What follows belongs to an exercise in optimizing a design on an open flow for small area and a short achievable clock period; a production flow would make more cautious choices.
In this exercise RTL edits were held to simulation tests only and were not proved equivalent to the original.

**flow/run.sh**
```bash
#!/bin/bash
# synth_recipe.tcl (not shown) runs the flow's synth.tcl, then flattens the netlist and writes it again
# the make line also repeats each setting of config.mk as NAME=value (left out here)
make -C /OpenROAD-flow-scripts/flow DESIGN_CONFIG=/design/flow/config.mk WORK_HOME=/design/flow/orfs CLKGATE_MAP_FILE= SYNTH_SCRIPT=/design/flow/synth_recipe.tcl finish
```
**flow/config.mk**
```make
export PLATFORM = sky130hd
export DESIGN_NAME = Two_neuron
export DESIGN_NICKNAME = Two_neuron
export VERILOG_FILES = /design/flow/design.v
export SDC_FILE = /design/flow/constraint.sdc
export NUM_CORES = 4
export LEC_CHECK = 0
export CAP_MARGIN = 20
export CORE_MARGIN = 2
export CORE_UTILIZATION = 40
export SLEW_MARGIN = 20
```
**flow/constraint.sdc**
```tcl
create_clock -name core_clock -period 25.0 [get_ports {clk}]
set_input_delay 5.0000 -clock core_clock [delete_from_list [all_inputs] [get_ports {clk}]]
set_output_delay 5.0000 -clock core_clock [all_outputs]
set_load 0.01 [all_outputs]
```
**flow/design.v**
```verilog
module Multiplier #(
    parameter DATA_WIDTH = 8,
    parameter LENGTH = 8
)
(
    input signed [DATA_WIDTH-1:0] inp,
    input signed [DATA_WIDTH-1:0] weight,
    output signed [DATA_WIDTH*2-1:0] out
);
    assign out=inp*weight;
endmodule
module Addertree(in_addends, out_sum);
parameter DATA_WIDTH = 8;
parameter LENGTH = 42;
localparam OUT_WIDTH = DATA_WIDTH + $clog2(LENGTH);
localparam LENGTH_A = LENGTH / 2;
localparam LENGTH_B = LENGTH - LENGTH_A;
localparam OUT_WIDTH_A = DATA_WIDTH + $clog2(LENGTH_A);
localparam OUT_WIDTH_B = DATA_WIDTH + $clog2(LENGTH_B);
input [LENGTH*DATA_WIDTH-1:0] in_addends;
output signed [OUT_WIDTH-1:0] out_sum;
generate
	if (LENGTH == 1) begin
		assign out_sum = $signed(in_addends[DATA_WIDTH-1:0]);
	end else begin
		wire signed [OUT_WIDTH_A-1:0] sum_a;
		wire signed [OUT_WIDTH_B-1:0] sum_b;
		wire [LENGTH_A*DATA_WIDTH-1:0] addends_a;
		wire [LENGTH_B*DATA_WIDTH-1:0] addends_b;
		assign addends_a = in_addends[LENGTH_A*DATA_WIDTH-1:0];
		assign addends_b = in_addends[LENGTH*DATA_WIDTH-1:LENGTH_A*DATA_WIDTH];
		Addertree #(
			.DATA_WIDTH(DATA_WIDTH),
			.LENGTH(LENGTH_A)
		) subtree_a (
			.in_addends(addends_a),
			.out_sum(sum_a)
		);
		Addertree #(
			.DATA_WIDTH(DATA_WIDTH),
			.LENGTH(LENGTH_B)
		) subtree_b (
			.in_addends(addends_b),
			.out_sum(sum_b)
		);
		assign out_sum = sum_a + sum_b;
	end
endgenerate
endmodule
module sat_rounding_Q44 (inp,res);
    parameter DATA_WIDTH = 19;
    parameter INT_LENGTH = 10;
    input signed [DATA_WIDTH-1:0] inp;
    output reg signed [7:0] res;
    always_comb begin
        res[7] = inp[DATA_WIDTH-1];
        res[3:0] = inp[DATA_WIDTH-INT_LENGTH-2:DATA_WIDTH-INT_LENGTH-5];
        if((inp[DATA_WIDTH-1]==0&&(~|inp[DATA_WIDTH-2:DATA_WIDTH-INT_LENGTH+2]))||
        (inp[DATA_WIDTH-1]==1&&(&inp[DATA_WIDTH-2:DATA_WIDTH-INT_LENGTH+2]))) begin
            res[6:4] = inp[DATA_WIDTH-INT_LENGTH+1:DATA_WIDTH-INT_LENGTH-1];
        end
        else begin
            res[6:4] = {3{~inp[DATA_WIDTH-1]}};
        end
    end
endmodule
module Sigmoid_unit #(
    parameter DATA_WIDTH = 8
) (
    input signed [DATA_WIDTH-1:0] inp,
    output signed [DATA_WIDTH-1:0] out
);
    localparam SF = 2**((DATA_WIDTH+1)/2);
    logic signed [DATA_WIDTH-1:0] y,z,sum;
    logic signed [2*DATA_WIDTH-1:0] sq,sh,sr;
    always@(*)
    begin
    if(inp[DATA_WIDTH-1]==1'b1)
        y=-inp;
    else
        y=inp;
    z=y>>>2 ;
    sum= z+(-1*SF);
    sq=sum*sum;
    sh=sq>>>1;
    if(inp[DATA_WIDTH-1]==1'b1)
        if(y>=4*SF || y[DATA_WIDTH-1]==1'b1)
            sr=0;
        else
            sr=sh;
    else
        if(y>=4*SF)
            sr=1*SF*SF;
        else
            sr=1*SF*SF-sh;
    end
    assign out={sr[15],sr[10:4]};
endmodule
module MAC_unit(inp,weight,clk,reset,enable,mac_out,rdy);
    parameter DATA_WIDTH = 8;
    parameter S1_NUM = 8;
    localparam MAC_OUT_WIDTH=DATA_WIDTH*2+S1_NUM-1;
    input signed [DATA_WIDTH-1:0] inp;
    input signed [DATA_WIDTH-1:0] weight;
    input clk;
    input reset;
    input enable;
    output reg signed [MAC_OUT_WIDTH-1:0] mac_out;
    output reg rdy;
    logic signed [MAC_OUT_WIDTH-1:0] sum;
    integer sum_num;
    always@(posedge clk ) begin
        if(reset==1) begin
            sum<=0;
            sum_num<=0;
            mac_out<=0;
            rdy<=1'b0;
        end else if(sum_num==S1_NUM) begin
            sum<=inp*weight;
            sum_num<=1;
            mac_out<=sum;
            rdy<=1'b1;
        end else if(enable==1) begin
            sum<=sum+inp*weight;
            sum_num<=sum_num+1;
            rdy<=1'b0;
        end
    end
endmodule
module Stage1 (clk,reset,wgt,inp,out);
    parameter DATA_WIDTH = 8;
    parameter LENGTH = 8;
    localparam MULOUT_DATA_WIDTH = 2*DATA_WIDTH;
    localparam ADTREE_DATA_WIDTH = MULOUT_DATA_WIDTH + $clog2(LENGTH);
    input clk;
    input reset;
    input [LENGTH*DATA_WIDTH-1:0] wgt;
    input [LENGTH*DATA_WIDTH-1:0] inp;
    output signed [DATA_WIDTH-1:0] out;
    logic [LENGTH*MULOUT_DATA_WIDTH-1:0] mul_out;
    logic signed [ADTREE_DATA_WIDTH-1:0] adtree_out;
    logic signed [DATA_WIDTH-1:0] rounding_out;
    genvar i;
    generate
        for(i=0;i<LENGTH;i++) begin
            Multiplier #(
                .DATA_WIDTH(DATA_WIDTH)
            )
            Mul_mod
            (
                .inp(inp[i*DATA_WIDTH+:DATA_WIDTH]),
                .weight(wgt[i*DATA_WIDTH+:DATA_WIDTH]),
                .out(mul_out[i*MULOUT_DATA_WIDTH+:MULOUT_DATA_WIDTH])
            );
        end
    endgenerate
    Addertree #(
        .DATA_WIDTH(MULOUT_DATA_WIDTH),
        .LENGTH(LENGTH)
    )
    Adtree_mod
    (
        .in_addends(mul_out),
        .out_sum(adtree_out)
    );
    sat_rounding_Q44 #(
        .DATA_WIDTH(ADTREE_DATA_WIDTH),
        .INT_LENGTH(ADTREE_DATA_WIDTH-8+1)
    )
    rounding_mod
    (
        .inp(adtree_out),
        .res(rounding_out)
    );
    Sigmoid_unit #(
        .DATA_WIDTH(DATA_WIDTH)
    )
    Sigmoid_mod
    (
        .inp(rounding_out),
        .out(out)
    );
endmodule
module Stage2 (inp,weights,clk,reset,enable,out_vector);
    parameter S1_NUM = 8;
    parameter S2_NUM = 8;
    parameter DATA_WIDTH = 8;
    localparam MAC_OUT_WIDTH = DATA_WIDTH*2+S1_NUM-1;
    input signed [DATA_WIDTH-1:0] inp;
    input [S2_NUM*DATA_WIDTH-1:0] weights;
    input clk;
    input reset;
    input enable;
    output [S2_NUM*DATA_WIDTH-1:0] out_vector;
    logic [S2_NUM-1:0] mac_rdy;
    logic [S2_NUM*MAC_OUT_WIDTH-1:0] mac_out;
    logic [S2_NUM*DATA_WIDTH-1:0] rounding_out;
    genvar i;
    generate
        for(i=0;i<S2_NUM;i++) begin
            MAC_unit #(
                .DATA_WIDTH(DATA_WIDTH),
                .S1_NUM(S1_NUM)
            )
            MAC_mod
            (
                .inp(inp),
                .weight(weights[i*DATA_WIDTH+:DATA_WIDTH]),
                .clk(clk),
                .reset(reset),
                .enable(enable),
                .mac_out(mac_out[i*MAC_OUT_WIDTH+:MAC_OUT_WIDTH]),
                .rdy(mac_rdy[i])
            );    
            sat_rounding_Q44 #(
                .DATA_WIDTH(MAC_OUT_WIDTH),
                .INT_LENGTH(MAC_OUT_WIDTH-8+1)
            )
            rounding_mod
            (
                .inp(mac_out[i*MAC_OUT_WIDTH+:MAC_OUT_WIDTH]),
                .res(rounding_out[i*DATA_WIDTH+:DATA_WIDTH])
            );
            Sigmoid_unit #(
                .DATA_WIDTH(DATA_WIDTH)
            )
            Sigmoid_mod
            (
                .inp(rounding_out[i*DATA_WIDTH+:DATA_WIDTH]),
                .out(out_vector[i*DATA_WIDTH+:DATA_WIDTH])
            );
        end
    endgenerate
endmodule
module Two_neuron (clk,reset,enable,wgt1,wgt2,inp,out_vector);
    parameter S0_NUM = 8;
    parameter S1_NUM = 8;
    parameter S2_NUM = 8;
    parameter DATA_WIDTH = 8;
    input clk;
    input reset;
    input enable;
    input [S0_NUM*DATA_WIDTH-1:0] wgt1;
    input [S2_NUM*DATA_WIDTH-1:0] wgt2;
    input [S0_NUM*DATA_WIDTH-1:0] inp;
    output [S2_NUM*DATA_WIDTH-1:0] out_vector;
    logic signed [DATA_WIDTH-1:0] s1_out;
    Stage1 #(
        .DATA_WIDTH(DATA_WIDTH),
        .LENGTH(S0_NUM)
    )
    S1_mod
    (
        .inp(inp),
        .wgt(wgt1),
        .clk(clk),
        .reset(reset),
        .out(s1_out)
    );
    Stage2 #(
        .S1_NUM(S1_NUM),
        .S2_NUM(S2_NUM),
        .DATA_WIDTH(DATA_WIDTH)
    )
    S2_mod
    (
        .inp(s1_out),
        .weights(wgt2),
        .clk(clk),
        .reset(reset),
        .enable(enable),
        .out_vector(out_vector)
    );
endmodule
```
==> results_dict.tcl, run 1 <==
set metrics [dict create \
    status "timing/DRC/antenna clean" \
    max_stage_delay_ns 0.66 \
    cap_violations 0 \
    critPathKind "in2reg" \
    rrSetupSlack_ns 20.49 \
    finalSetupTns_ns 0 \
    grt_max_degree 137 \
    cts_root_buf "clkbuf_16" \
    area_growth_syn_to_layout_pct 12.7 \
    multi_input_comb_area_mm2 0.0727 \
    path_max_fanout 10 \
    holdCritStartpoint "S2_mod.genblk1[5].MAC_mod.mac_out[6]" \
    route.detailed.drc 0 \
    gp_congestion 0.907 \
    whs_ns 0.452 \
    first_global_vias 77100 \
    die_y_um 485 \
    setup_viol 0 \
    ctsHtreeMaxLevel 3 \
    dieArea_mm2 0.236 \
    regArea_mm2 0.0122 \
    synth-compound-area-share_pct 9.86 \
    dr.pass1.iters 8 \
    yosys_register_bits 608 \
    clock_skew_ns 0.0490 \
    ctsHoldBuffers 0 \
    holdPathEnd "S2_mod.genblk1[5].MAC_mod.mac_out[6]" \
    slew_headroom_pct 25.9 \
    hold_viol 0 \
    grt_pass1_wl_um 385000 \
    drt-met1-wl_um 102000 \
    clk_latency_ns 0.70 \
    critPathArrivalTime_ns 24.69 \
    ios 259 \
    die_x_um 485 \
    portBuffers 258 \
    muxShareOfSynthArea_pct 1.24 \
    final_antenna_net_count 0 \
    worst_pin_slew_ns 1.10 \
    max-clock-path-buffers 3 \
    fin_crit_sh_pct 96.3 \
    routed.top_layer "met5" \
    synth_fa_ha_area_share_pct 42.1 \
    clock.fmax_ghz 0.0415 \
    syn_avg_cell_area_um2 8.54 \
    min_period_ns 24.07 \
    drt_iter0_drc 3345 \
    final_common_cell "inv_1" \
    ys.flop_type "dfxtp_1" \
    layout_common_cells "inv_1, fa_1, nand2_1, ha_1, nor2_1" \
    syn-instance-count 10900 \
    hold_path.class "reg2reg" \
    final-max-slew-violation-count 0 \
    coreArea_mm2 0.230 \
    num_rows 176 \
    clock-sinks 608 \
    synth-xor-area-share_pct 7.34 \
    overflow 0 \
    ys_types 86 \
    drt_wl_total_um 230000 \
    dr_wl_met3_um 10600 \
    cp.required_ns 25.62 \
    grt.total_usage_pct 19.8 \
    timing.rr.end "S2_mod.genblk1[5].MAC_mod.sum[22]" \
    via_per_inst 5.04 \
    drt-wirelength-per-cell_um 15.9 \
    min_path_cells 2 \
    num-fill-cells 22300 \
    synth-edff-count 0 \
    start_util_pct 40.3 \
    clk_pin_slew_ns 0.06 \
    synth_top_family_by_area "adder cells" \
    drive_gt1_share_pct 6.29 \
    r2r-start "S2_mod.genblk1[5].MAC_mod.sum[0]" \
    synth-simple-area-share_pct 17.5 \
    cp-start-kind "primary input" \
    ys_seq_area_share_pct 13.1 \
    cts_buffers 73 \
    slowest_stage "fa_1" \
    critPathCaptureType "flop" \
    cp_common_cell "fa_1" \
    async_reset_ff_share_pct 0 \
    wl_met2_um 111000 \
    reg2regPathDepth 19 \
    dpl.hpwl_um 191000 \
    cts_tree "built" \
    netlist_area_mm2 0.0927 \
    yosys_warnings 4 \
    nets 13900 \
    antenna_found_initial 38 \
    vias 72900 \
]
==> timing repair <==
action | 4_1_cts | 5_1_grt
endpoints found under the setup margin | 0 | 49
resized for setup | 0 | 80
buffers inserted | 0 | 14
==> state kept, by name (all words and copies together) (netlist names) <==
register,cells
S2_mod.genblk1.MAC_mod.mac_out,168
S2_mod.genblk1.MAC_mod.sum,184
S2_mod.genblk1.MAC_mod.sum_num,256
==> area by class of cell <==
cell class	instances	share of cell area, %
inverters	1903	6.84
clock inverters	32	0.321
well taps	3026	3.62
diodes	21	0.0503
flip-flops and latches	608	11.7
clock buffers	98	1.96
repair buffers	709	5.91
multi-input cells	8067	69.6
==> layer usage <==
layer / up-vias / GRT usage [%]
met5: - / 0
met4: 22 / 5.29
met3: 290 / 2.79
met2: 1174 / 34.4
met1: 35800 / 25.6
li1: 35600 / -
==> synthesized netlist by cell type (72+ instances only) <==
master    instances  area share, %
a211oi_1        143            1.2
a21o_1           95           0.77
a21oi_1         591            3.2
and2_1          540            3.6
and3_1           82           0.55
clkbuf_1        244           0.99
dfxtp_1         608             13
fa_1           1359             29
ha_1            942             13
inv_1          1901            7.7
mux2i_1         107            1.2
nand2_1        1124            4.6
nand2b_1         75           0.51
nand3_1         181           0.98
nand4_1         107           0.72
nor2_1          863            3.5
nor2b_1          91           0.61
nor3_1          128           0.69
nor4_1           72           0.49
o21ai_0         187            1.0
o21bai_1        126            1.0
xnor2_1         476            4.5
xor2_1          293            2.8
==> stage by stage <==
step,utilization (%),area (um^2),std cells,setup WS [ns]
6_report,45.4,104000,14500,0.925
4_1_cts,45.2,104000,14400,0.320
3_3_place_gp,44.1,102000,14300,-0.0460
5_1_grt,45.4,104000,14500,-0.0602
3_5_place_dp,44.1,102000,14300,-0.416
2_1_floorplan,-,92700,10900,0.226
==> cells by family after synthesis <==
kind of cell | count (synthesis)
compound gates | 1451
xor+xnor | 772
fa+ha+maj | 2301
buf+inv | 2181
flops | 608
mux | 114
simple gates | 3429
==> critical path, delay by kind of cell <==
kind,cells,cell delay (ns)
buffers and inverters,15,1.68
AND/OR/NAND/NOR,19,3.48
adder cells (fa/ha/maj),23,10.68
XOR/XNOR,4,0.64
multiplexers,1,0.24
AO/OA/AOI/OAI,17,2.97
==> how the worst max path moves through the flow <==
stage / cells past startpoint / startpoint / end
after floorplan: 79 / inp[23] / S2_mod.genblk1[3].MAC_mod.sum[22]
after global placement: 84 / wgt1[2] / S2_mod.genblk1[6].MAC_mod.sum[22]
after detailed placement: 79 / wgt1[2] / S2_mod.genblk1[2].MAC_mod.sum[22]
after CTS: 83 / wgt1[2] / S2_mod.genblk1[6].MAC_mod.sum[22]
after global routing: 83 / inp[39] / S2_mod.genblk1[4].MAC_mod.sum[22]
final: 79 / inp[55] / S2_mod.genblk1[2].MAC_mod.sum[21]
==> run 2, diff against run 1 <==
==> flow/design.v (replaced) <==
module Multiplier (h, w, p);
    input  [4:0] h;
    input  signed [7:0] w;
    output signed [12:0] p;
    assign p = $signed({1'b0, h}) * w;
endmodule
module Dot8 (a, b, p);
    input  [63:0] a;
    input  [63:0] b;
    output signed [18:0] p;
    assign p = $signed(a[ 7: 0]) * $signed(b[ 7: 0]) + $signed(a[15: 8]) * $signed(b[15: 8])
             + $signed(a[23:16]) * $signed(b[23:16]) + $signed(a[31:24]) * $signed(b[31:24])
             + $signed(a[39:32]) * $signed(b[39:32]) + $signed(a[47:40]) * $signed(b[47:40])
             + $signed(a[55:48]) * $signed(b[55:48]) + $signed(a[63:56]) * $signed(b[63:56]);
endmodule
module Sigmoid_unit #(
    parameter W = 19
) (
    input  signed [W-1:0] v,
    output reg [4:0] h
);
    wire neg = v[W-1];
    wire [W-1:0] u = neg ? ~v : v;            
    wire [8:0] t = neg ? ({1'b0, u[7:0]} + 9'd4) : {1'b0, u[7:0]};
    wire sat = (|u[W-2:8]) | t[8];
    always @(*) begin
        if (sat) h = neg ? 5'd0 : 5'd16;
        else if (neg) begin
            case (t[7:4])
                4'd0: h = 5'd8;  4'd1: h = 5'd7;  4'd2: h = 5'd6;  4'd3: h = 5'd5;
                4'd4: h = 5'd4;  4'd5: h = 5'd3;  4'd6: h = 5'd3;  4'd7: h = 5'd2;
                4'd8: h = 5'd2;  4'd9: h = 5'd1;  4'd10: h = 5'd1; default: h = 5'd0;
            endcase
        end else begin
            case (t[7:4])
                4'd0: h = 5'd8;  4'd1: h = 5'd9;  4'd2: h = 5'd9;  4'd3: h = 5'd10;
                4'd4: h = 5'd11; 4'd5: h = 5'd12; 4'd6: h = 5'd12; 4'd7: h = 5'd13;
                4'd8: h = 5'd14; 4'd9: h = 5'd14; 4'd10: h = 5'd14; 4'd11: h = 5'd15;
                4'd12: h = 5'd15; 4'd13: h = 5'd15; 4'd14: h = 5'd15; default: h = 5'd16;
            endcase
        end
    end
endmodule
module MAC_unit (clk, reset, enable, full, h, w, o);
    input clk, reset, enable, full;
    input [4:0] h;
    input signed [7:0] w;
    output reg [4:0] o;
    reg  signed [14:0] sum;
    wire signed [12:0] term;
    wire [4:0] f;
    Multiplier mul_mod (.h(h), .w(w), .p(term));
    Sigmoid_unit #(.W(15)) sig_mod (.v(sum), .h(f));
    wire signed [14:0] base = full ? 15'sd0 : sum;
    always @(posedge clk) begin
        if (reset) begin
            sum <= 15'sd0;
            o   <= 5'd8;
        end else begin
            if (full | enable) sum <= base + term;
            if (full) o <= f;
        end
    end
endmodule
module Stage1 (wgt, inp, h);
    input  [63:0] wgt;
    input  [63:0] inp;
    output [4:0]  h;
    wire signed [18:0] p;
    Dot8 dot_mod (.a(inp), .b(wgt), .p(p));
    Sigmoid_unit #(.W(19)) sig_mod (.v(p), .h(h));
endmodule
module Stage2 (clk, reset, enable, h, weights, out_vector);
    input clk, reset, enable;
    input [4:0] h;
    input [63:0] weights;
    output [63:0] out_vector;
    reg [3:0] cnt;
    wire full = cnt[3];    
    always @(posedge clk) begin
        if (reset) cnt <= 4'd0;
        else if (full) cnt <= 4'd1;
        else if (enable) cnt <= cnt + 4'd1;
    end
    genvar j;
    generate
        for (j = 0; j < 8; j = j + 1) begin : g
            wire [4:0] o;
            MAC_unit mac_mod (.clk(clk), .reset(reset), .enable(enable), .full(full),
                              .h(h), .w(weights[8*j+:8]), .o(o));
            assign out_vector[8*j+:8] = {3'b000, o};
        end
    endgenerate
endmodule
module Two_neuron (clk,reset,enable,wgt1,wgt2,inp,out_vector);
    input clk;
    input reset;
    input enable;
    input  [63:0] wgt1;
    input  [63:0] wgt2;
    input  [63:0] inp;
    output [63:0] out_vector;
    wire [4:0] h;
    Stage1 S1_mod (.wgt(wgt1), .inp(inp), .h(h));
    Stage2 S2_mod (.clk(clk), .reset(reset), .enable(enable), .h(h), .weights(wgt2),
                   .out_vector(out_vector));
endmodule
==> results_dict.tcl, run 2 <==
set metrics [dict create \
    status "timing/DRC/antenna clean" \
    final_cells 7297 \
    yosys_warnings 4 \
    setup_viol 0 \
    crit_start "inp[39]" \
    dpl.hpwl_um 106000 \
    cp-start-kind "primary input" \
    grt_pass1_wl_um 204000 \
    grt_max_degree 127 \
    syn-instance-count 5537 \
    netlist_area_mm2 0.0484 \
    syn_avg_cell_area_um2 8.75 \
    overflow 0 \
    hold_viol 0 \
    fin_ws_ns 4.03 \
    ctsHoldBuffers 0 \
    cts_resized 0 \
    yosys.area.top_type "fa_1" \
    r2r-start "S2_mod.cnt[3]" \
    ios 259 \
    drt-wirelength-per-cell_um 17.2 \
    place_inst 7256 \
    clock_skew_ns 0.0115 \
    worst_pin_slew_ns 1.07 \
    cts_setup_buffers 0 \
    finalSetupTns_ns 0 \
    rsz0062_at_grt "false" \
    slowest_stage "clkdlybuf4s50_1" \
    critPathKind "in2reg" \
    ys.flop_type "dfxtp_1" \
    min_period_ns 20.97 \
    antenna_found_initial 19 \
    cts_tree "built" \
    ys_types 98 \
    largest_register "S2_mod.g.mac_mod.sum" \
    first_global_vias 37400 \
    reg_top3 "S2_mod.g.mac_mod.sum (120), S2_mod.g.mac_mod.o (40), S2_mod.cnt (4)" \
    grt.total_usage_pct 20.6 \
    fin_crit_sh_pct 83.9 \
    clock-sinks 164 \
    holdCritStartpoint "S2_mod.g[6].mac_mod.sum[1]" \
    gp_congestion 0.910 \
    layout_common_cells "inv_1, fa_1, and2_1, ha_1, nand2_1" \
    final-max-slew-violation-count 0 \
    area_growth_syn_to_layout_pct 9.15 \
    slew_headroom_pct 28.7 \
    drt_iter0_drc 1943 \
    dieArea_mm2 0.124 \
    portBuffers 234 \
    max-clock-path-buffers 2 \
    num_rows 127 \
    synth.most_common_cell "inv_1" \
    largest_reg_flops 120 \
    clk_latency_ns 0.47 \
    cp.required_ns 25.37 \
    final_antenna_net_count 0 \
    ys_seq_area_share_pct 6.78 \
    synth_top_area_share_pct 35.8 \
    die_y_um 352 \
    final_common_cell "inv_1" \
    start_util_pct 40.4 \
    post-place-ws_ns 3.53 \
    via_per_inst 4.98 \
    cts_buffers 17 \
    hold_path.class "reg2reg" \
    vias 36400 \
    drive_gt1_share_pct 1.83 \
    drt_wl_total_um 126000 \
    critPathArrivalTime_ns 21.34 \
    yosys-top-cells-area "fa_1, ha_1, inv_1" \
    cts_root_buf "clkbuf_16" \
    route.detailed.drc 0 \
    cap_violations 0 \
    ctsHtreeMaxLevel 4 \
    die_x_um 352 \
    critPathCaptureType "flop" \
    clk_pin_slew_ns 0.08 \
    path_max_fanout 50 \
    coreArea_mm2 0.120 \
    yosys_register_bits 164 \
    synth_commonest_cells "inv_1, fa_1, and2_1" \
    async_reset_ff_share_pct 0 \
    nets 7248 \
    cp_common_cell "fa_1" \
    max_stage_delay_ns 0.67 \
    whs_ns 0.447 \
    dr.pass1.iters 5 \
    clock.fmax_ghz 0.0477 \
    synth-edff-count 0 \
]
run 2: final cells by class:
cell class                 instances  area, um^2
tap                             1612        2020
clock inverter                     8        65.1
fill                           12000       67100
multi-input combinational       4112       40300
sequential                       164        3290
timing repair buffer             249        2460
inverter                        1119        4200
antenna                            9        22.5
clock buffer                      24         482
run 2: per-stage QoR:
stage	cell area (um^2)	utilization (%)
floorplan	48500	-
global placement	52300	43.6
detailed placement	52300	43.6
CTS	52900	44.1
global route	52900	44.1
finish	52900	44.1
run 2: metal layers:
metal / vias to the layer above / GRT usage (%) / routed length, um
met5: - / 0 / 100
met4: 16 / 6.49 / 3620
met3: 152 / 2.78 / 5780
met2: 691 / 33.7 / 58400
met1: 18000 / 28.2 / 57800
li1: 17500 / - / -
run 2: path summary, 6_finish.rpt:
kind                            endpoint  depth (start not counted)  slack, ns
max          S2_mod.g[2].mac_mod.sum[14]                         55       4.03
min           S2_mod.g[6].mac_mod.sum[1]                          2       0.45
max reg2reg  S2_mod.g[1].mac_mod.sum[14]                         17      20.06
min reg2reg   S2_mod.g[6].mac_mod.sum[1]                          2       0.45
run 2: cell families after synthesis:
group	share of synthesized area [%]
and+or+nand+nor	18.0
adders and majority gates	49.3
buffers and inverters	10.2
AOI/OAI and AO/OA	9.76
xor gates and xnor gates	5.24
DFF	6.78
muxes	0.625
other	0.00774
run 2: critical path, delay by kind of cell:
family / cells / cell delay (ns)
and+or+nand+nor: 8 / 2.17
AOI/OAI and AO/OA: 16 / 3.34
buffers and inverters: 11 / 2.02
muxes: 2 / 0.69
adders and majority gates: 17 / 7.92
xor gates and xnor gates: 1 / 0.18

## static timing again, ports no longer ideal
In the flow no input, the clock included, has a driving cell. The finished layouts below were timed again as built, in two steps.
Step 1 assumes that a clkbuf_16 drives the clock port and a buf_2 every other input.
Step 2 also shifts input and output timing later by t, the mid clock arrival at the registers, as if the neighbouring blocks saw the same clock.
Three values: no drivers, after step 1, after step 2; two values: the first two.
run	shift t [ns]	setup slack, ns	worst slew at a driven data input, ns
run 1	0.762	0.925 / 0.984 / 0.222	0.27
run 2	0.522	4.028 / 4.018 / 3.495	0.14
After both steps setup and hold are still met in every run listed. For run 1, which loses most, drivers alone change the setup slack by +0.059 ns; drivers and shift together by -0.703 ns.
